This is an optimization exercise on Yosys and OpenROAD, whose aim is small area, a short achievable clock period and few clock cycles per item, not a production implementation. Function was checked by simulation only, so behaviour that the tests miss may differ from the original.

$ cat flow/run.sh
#!/bin/bash
# synth_recipe.tcl (not shown) runs the flow's synth.tcl, then flattens the netlist and writes it again
# the make line also repeats each setting of config.mk as NAME=value (left out here)
make -C /OpenROAD-flow-scripts/flow DESIGN_CONFIG=/design/flow/config.mk WORK_HOME=/design/flow/orfs CLKGATE_MAP_FILE= SYNTH_SCRIPT=/design/flow/synth_recipe.tcl finish
$ cat flow/config.mk
export PLATFORM = sky130hd
export DESIGN_NAME = systolic_top
export DESIGN_NICKNAME = systolic_top
export VERILOG_FILES = /design/flow/design.v
export SDC_FILE = /design/flow/constraint.sdc
export NUM_CORES = 4
export LEC_CHECK = 0
export CAP_MARGIN = 20
export CORE_MARGIN = 2
export CORE_UTILIZATION = 40
export PLACE_DENSITY = 0.6
export SLEW_MARGIN = 20
$ cat flow/constraint.sdc
create_clock -name core_clock -period 10.0 [get_ports {clk}]
set_input_delay 2.0000 -clock core_clock [delete_from_list [all_inputs] [get_ports {clk}]]
set_output_delay 2.0000 -clock core_clock [all_outputs]
set_load 0.01 [all_outputs]
$ cat flow/design.v
module systolic_pe #(
    parameter DATA_W = 8,
    parameter ACC_W  = 32
)(
    input  wire                     clk,
    input  wire                     rst_n,
    input  wire                     clear,
    input  wire signed [DATA_W-1:0] a_in,
    input  wire signed [DATA_W-1:0] b_in,
    output reg  signed [DATA_W-1:0] a_out,
    output reg  signed [DATA_W-1:0] b_out,
    output reg  signed [ACC_W-1:0]  ps_out
);
    always @(posedge clk) begin
        if (clear) begin
            a_out     <= '0;
            b_out     <= '0;
            ps_out    <= '0;
        end else begin
            a_out     <= a_in;
            b_out     <= b_in;
            ps_out    <= ps_out + a_in * b_in;
        end
    end
endmodule
module systolic_array #(
    parameter DATA_W = 8,
    parameter ACC_W  = 32,
    parameter ROWS   = 4,
    parameter COLS   = 4
)(
    input  wire                         clk,
    input  wire                         rst_n,
    input  wire                         clear,
    input  wire signed [ROWS*DATA_W-1:0] a_in_bus,
    input  wire signed [COLS*DATA_W-1:0] b_in_bus,
    output wire signed [ROWS*COLS*ACC_W-1:0] c_bus
);
    wire signed [DATA_W-1:0] a_bus [0:ROWS-1][0:COLS];
    wire signed [DATA_W-1:0] b_bus [0:ROWS][0:COLS-1];
    genvar i, j;
    generate
        for (i = 0; i < ROWS; i = i + 1) begin : LEFT_EDGE
            assign a_bus[i][0] = a_in_bus[(i+1)*DATA_W-1 -: DATA_W];
        end
    endgenerate
    generate
        for (j = 0; j < COLS; j = j + 1) begin : TOP_EDGE
            assign b_bus[0][j] = b_in_bus[(j+1)*DATA_W-1 -: DATA_W];
        end
    endgenerate
    generate
        for (i = 0; i < ROWS; i = i + 1) begin : ROW_GEN
            for (j = 0; j < COLS; j = j + 1) begin : COL_GEN
                wire signed [DATA_W-1:0] a_out, b_out;
                wire signed [ACC_W-1:0]  ps_out;
                systolic_pe #(
                    .DATA_W(DATA_W),
                    .ACC_W (ACC_W)
                ) u_pe (
                    .clk       (clk),
                    .rst_n     (rst_n),
                    .clear     (clear),
                    .a_in      (a_bus[i][j]),
                    .b_in      (b_bus[i][j]),
                    .a_out     (a_out),
                    .b_out     (b_out),
                    .ps_out    (ps_out)
                );
                assign a_bus[i][j+1] = a_out;
                assign b_bus[i+1][j] = b_out;
                localparam integer INDEX = i*COLS + j;
                assign c_bus[(INDEX+1)*ACC_W-1 -: ACC_W] = ps_out;
            end
        end
    endgenerate
endmodule
module systolic_controller #(
    parameter ROWS = 4,
    parameter COLS = 4,
    parameter K    = 4
)(
    input  wire clk,
    input  wire rst_n,
    input  wire start,
    output reg  busy,
    output reg  done,
    output wire accept,
    output wire capture,
    output reg [$clog2(K+ROWS+COLS):0] k_idx
);
    localparam integer FEED_CYCLES = K + ROWS + COLS - 2;
    localparam [1:0]
        S_IDLE    = 2'b00,
        S_FEED    = 2'b01,
        S_CAPTURE = 2'b10;
    reg [1:0] state;
    assign accept  = start && !busy;
    assign capture = (state == S_CAPTURE);
    always @(posedge clk or negedge rst_n) begin
        if (!rst_n) begin
            state      <= S_IDLE;
            busy       <= 1'b0;
            done       <= 1'b0;
            k_idx      <= '0;
        end else begin
            done <= 1'b0;
            case (state)
                S_FEED: begin
                    if (k_idx == FEED_CYCLES-1) begin
                        state <= S_CAPTURE;
                        k_idx <= '0;
                    end else begin
                        k_idx <= k_idx + 1'b1;
                    end
                end
                S_CAPTURE: begin
                    state <= S_IDLE;
                    busy  <= 1'b0;
                    done  <= 1'b1;
                end
                default: begin
                    k_idx <= '0;
                    if (accept) begin
                        state <= S_FEED;
                        busy  <= 1'b1;
                    end
                end
            endcase
        end
    end
endmodule
module systolic_top #(
    parameter DATA_W = 8,
    parameter ACC_W  = 32,
    parameter ROWS   = 4,
    parameter COLS   = 4,
    parameter K      = 4
)(
    input  wire clk,
    input  wire rst_n,
    input  wire start,
    output wire busy,
    output wire done,
    input  wire signed [ROWS*K*DATA_W-1:0] a_flat,
    input  wire signed [K*COLS*DATA_W-1:0] b_flat,
    output reg  signed [ROWS*COLS*ACC_W-1:0] c_flat
);
    integer r;
    integer c;
    integer idx_load_A;
    integer idx_load_B;
    reg signed [DATA_W-1:0] A_reg [0:ROWS-1][0:K-1];
    reg signed [DATA_W-1:0] B_reg [0:K-1][0:COLS-1];
    wire ctrl_busy;
    wire ctrl_done;
    wire accept;
    wire capture;
    wire [$clog2(K+ROWS+COLS):0] k_idx;
    systolic_controller #(
        .ROWS(ROWS),
        .COLS(COLS),
        .K   (K)
    ) u_ctrl (
        .clk      (clk),
        .rst_n    (rst_n),
        .start    (start),
        .busy     (ctrl_busy),
        .done     (ctrl_done),
        .accept   (accept),
        .capture  (capture),
        .k_idx    (k_idx)
    );
    assign busy = ctrl_busy;
    assign done = ctrl_done;
    reg  signed [ROWS*DATA_W-1:0] a_in_bus;
    reg  signed [COLS*DATA_W-1:0] b_in_bus;
    wire signed [ROWS*COLS*ACC_W-1:0] c_bus;
    systolic_array #(
        .DATA_W(DATA_W),
        .ACC_W (ACC_W),
        .ROWS  (ROWS),
        .COLS  (COLS)
    ) u_array (
        .clk     (clk),
        .rst_n   (rst_n),
        .clear   (accept),
        .a_in_bus(a_in_bus),
        .b_in_bus(b_in_bus),
        .c_bus   (c_bus)
    );
    always @(posedge clk) begin
        begin
            if (accept) begin
                for (r = 0; r < ROWS; r = r + 1) begin
                    for (c = 0; c < K; c = c + 1) begin
                        idx_load_A = r*K + c;
                        A_reg[r][c] <= a_flat[(idx_load_A+1)*DATA_W-1 -: DATA_W];
                    end
                end
                for (r = 0; r < K; r = r + 1) begin
                    for (c = 0; c < COLS; c = c + 1) begin
                        idx_load_B = r*COLS + c;
                        B_reg[r][c] <= b_flat[(idx_load_B+1)*DATA_W-1 -: DATA_W];
                    end
                end
                c_flat   <= '0;
            end
            else if (capture) begin
                c_flat <= c_bus;
            end
        end
    end
    always @* begin
        a_in_bus = '0;
        b_in_bus = '0;
        if (ctrl_busy && !capture) begin
            for (r = 0; r < ROWS; r = r + 1)
                for (c = 0; c < K; c = c + 1)
                    if (k_idx == r + c)
                        a_in_bus[(r+1)*DATA_W-1 -: DATA_W] = A_reg[r][c];
            for (c = 0; c < COLS; c = c + 1)
                for (r = 0; r < K; r = r + 1)
                    if (k_idx == r + c)
                        b_in_bus[(c+1)*DATA_W-1 -: DATA_W] = B_reg[r][c];
        end
    end
endmodule
==> flow_summary.ini <==
[outcome]
outcome = timing/DRC/antenna clean

[synth]
synthArstFlopShare_pct = 0.6077
syn_area_per_cell_um2 = 9.491
yosys.area.top_type = dfxtp_1
yosysMostFrequentCell = inv_1
yosysWarningCount = 6
synth_edf_count = 256
synth_top_cell_area_share_pct = 22.64
syn-cell-area_um2 = 107500
syn_inst = 11330
synthesis.nets = 13470
synthTopCellsByCount = inv_1, nor2_1, dfxtp_1
seq_area_frac_synth_pct = 29.99
synthFlopType = dfxtp_1
ys_top_cells_by_area = dfxtp_1, fa_1, ha_1
synth-seq-cells = 1481
synth.distinct_cells = 91

[floorplan]
die_h_um = 522.5
row_count = 190
start_util_pct = 40.18
die-area_um2 = 273000
ios = 773
chipWidth_um = 522.5
core_um2 = 267700

[critical_path]
path_buf_inv = 4
crit_family = compound AO/OA/AOI/OAI gates
slowest_stage = nor3_1
arrival_ns = 10.00
cp-start-kind = register
cp.required_ns = 10.72
critPathMaxFanout = 27
critical_path.most_common_cell = a21oi_1
cpPeakStageDelay_ns = 0.52
crit_type = reg -> reg
cp-end-kind = register

[placement]
gp_congestion = 0.8926
dp_cells = 15480
post-place-ws_ns = 0.2770
placement.io_buffers = 772
dp_hpwl_um = 234000

[global_routing]
grt_pass1_wl_um = 465300
grt_max_degree = 205
grt_pass1_vias = 82950
grt_antenna_before_repair = 13
overflow = 0
grt_use_total_pct = 21.44

[route]
drc = 0
via_per_inst = 5.126
ant_nets = 0
dr.pass1.iters = 8
vias = 80990
wl_per_cell_um = 18.77
wl_um = 296500
first_iter_violations = 4218

[final_layout]
multi_input_area_um2 = 69210
biggestRegsByFlops = c_flat (512), u_array.ROW_GEN.COL_GEN.u_pe.ps_out (512)
drive_gt1_share_pct = 3.757
area_growth_pct = 16.84
final.fill_count = 25130
regArea_um2 = 32260
layout.cells.non_filler = 15800
postLayoutCoreUtil_pct = 46.94
nNetsFinal = 14240

[worst_hold_path]
min_path_type = reg -> reg

[clocking]
cts-root-buf = clkbuf_16
clk_pin_slew_worst_paths_ns = 0.06
cts_tree = built
insertion_delay_ns = 0.86
numCtsBuffers = 181
clockBufferDepth = 4
numClockSinks = 1481
hold_buffers = 0
htreeDepth = 4

[timing]
clock_skew_ns = 0.05775
drv_slew = 0
fin_crit_ns = 9.277
slew_headroom_pct = 21.33
hold_viol_final = 0
worst_pin_slew_ns = 1.180
post-route-period-util_pct = 92.77
finalSetupViolCount = 0
fin_ws_ns = 0.7227
fmax_ghz = 0.1078
setup_tns_ns = 0
rsz0062_at_grt = no

[job]
drv_cap = 0
==> worst reg2reg max path, delay by kind of cell, from the launching register on <==
| kind | cells | cell delay, ns |
|---|---|---|
| xor+xnor | 2 | 0.46 |
| buf+inv | 4 | 0.46 |
| fa+ha+maj | 6 | 2.59 |
| compound gates | 16 | 3.56 |
| simple gates | 6 | 1.62 |
| flops | 1 | 0.48 |
==> stage by stage <==
stage                     cell area (um^2)  hold slack (ns)
after floorplan                     107500           0.4661
after global placement              119600           0.4710
after detailed placement            119600           0.4808
after CTS                           125600           0.4757
after global routing                125700           0.4888
final                               125700           0.4596
==> routing by layer <==
metal  part of all wire (%)  up-vias  global-route usage [%]
li1                       -    39330                       -
met1                     43    39470                   27.38
met2                     48     1784                   36.70
met3                    4.9      409                   3.089
met4                    3.7        0                   7.766
met5                      0        -                       0
==> area by class of cell <==
type / count / area share, %
multi-input cells: 8197 / 55.07
flip-flops and latches: 1481 / 25.67
repair buffers: 866 / 6.771
inverters: 1380 / 4.128
clock buffers: 250 / 4.082
well taps: 3552 / 3.537
clock inverters: 70 / 0.7348
diodes: 3 / 0.005974
==> worst paths after layout <==
kind | start | end | slack, ns | cells past startpoint
worst max-delay path | u_ctrl.k_idx[2] | u_array.ROW_GEN[0].COL_GEN[3].u_pe.ps_out[31] | 0.72 | 34
worst min-delay path | u_array.ROW_GEN[3].COL_GEN[3].u_pe.ps_out[25] | c_flat[505] | 0.46 | 2
worst max register to register | u_ctrl.k_idx[2] | u_array.ROW_GEN[0].COL_GEN[3].u_pe.ps_out[31] | 0.72 | 34
worst min register to register | u_array.ROW_GEN[3].COL_GEN[3].u_pe.ps_out[25] | c_flat[505] | 0.46 | 2
max in group asynchronous | rst_n | u_ctrl.state[0] | 8.10 | 1
min in group asynchronous | rst_n | u_ctrl.k_idx[4] | 1.51 | 1
==> cells by family after synthesis <==
kind of cell / count (synthesis) / share of synthesized area (%)
simple gates: 3281 / 14.52
fa+ha+maj: 1876 / 28.08
compound gates: 1843 / 11.19
buf+inv: 1654 / 5.783
flops: 1481 / 29.99
xor+xnor: 673 / 5.558
mux: 524 / 4.878
==> cells in the final DEF (no fill, tap or decap), drive strengths merged, types with 57 or more instances in the layout <==
master / netlist / final
a211oi: 90 / 90
a21o: 274 / 274
a21oi: 561 / 561
a31oi: 61 / 61
and2: 736 / 736
and3: 61 / 61
buf: 22 / 94
clkbuf: 252 / 250
clkdlybuf4s50: 0 / 772
dfxtp: 1216 / 1216
edfxtp: 256 / 256
fa: 896 / 896
ha: 980 / 980
inv: 1376 / 1385
mux2i: 523 / 523
nand2: 566 / 566
nand2b: 133 / 133
nand3: 108 / 108
nor2: 1320 / 1320
nor3: 148 / 148
o211ai: 57 / 57
o21a: 71 / 71
o21ai: 324 / 324
o21bai: 121 / 121
xnor2: 435 / 435
xor2: 232 / 232
==> what timing repair did <==
action	in CTS	in global routing
setup endpoints to repair	0	9
setup buffers	0	0
gates resized for setup	0	9
hold endpoints to repair	0	0
Testbench counts, summed over its fixed seeds: cycles 4,616, items 384.

==> re-timing with driven ports <==
In the flow no input, the clock included, has a driving cell. The finished layout below was timed again as built, in two steps. Step 1 assumes that a clkbuf_16 drives the clock port and a buf_2 every other input. Step 2 moves the port delays by t, midway between the first and last clock arrival at a register: inputs arrive t later, outputs are due t later. That takes back most of the time a late clock gives input paths. Three values: no drivers, after step 1, after step 2; two values: the first two.
t (ns): 0.942
setup WS [ns]: 0.723 / 0.723 / 0.723
hold slack, ns: 0.460 / 0.460 / 0.460
worst setup path after step 2: register to register
worst data-port slew with drivers (ns): 0.12
After both steps this run still meets setup and hold. For this run, drivers alone change the setup slack by 0.000 ns; drivers and shift together by 0.000 ns.
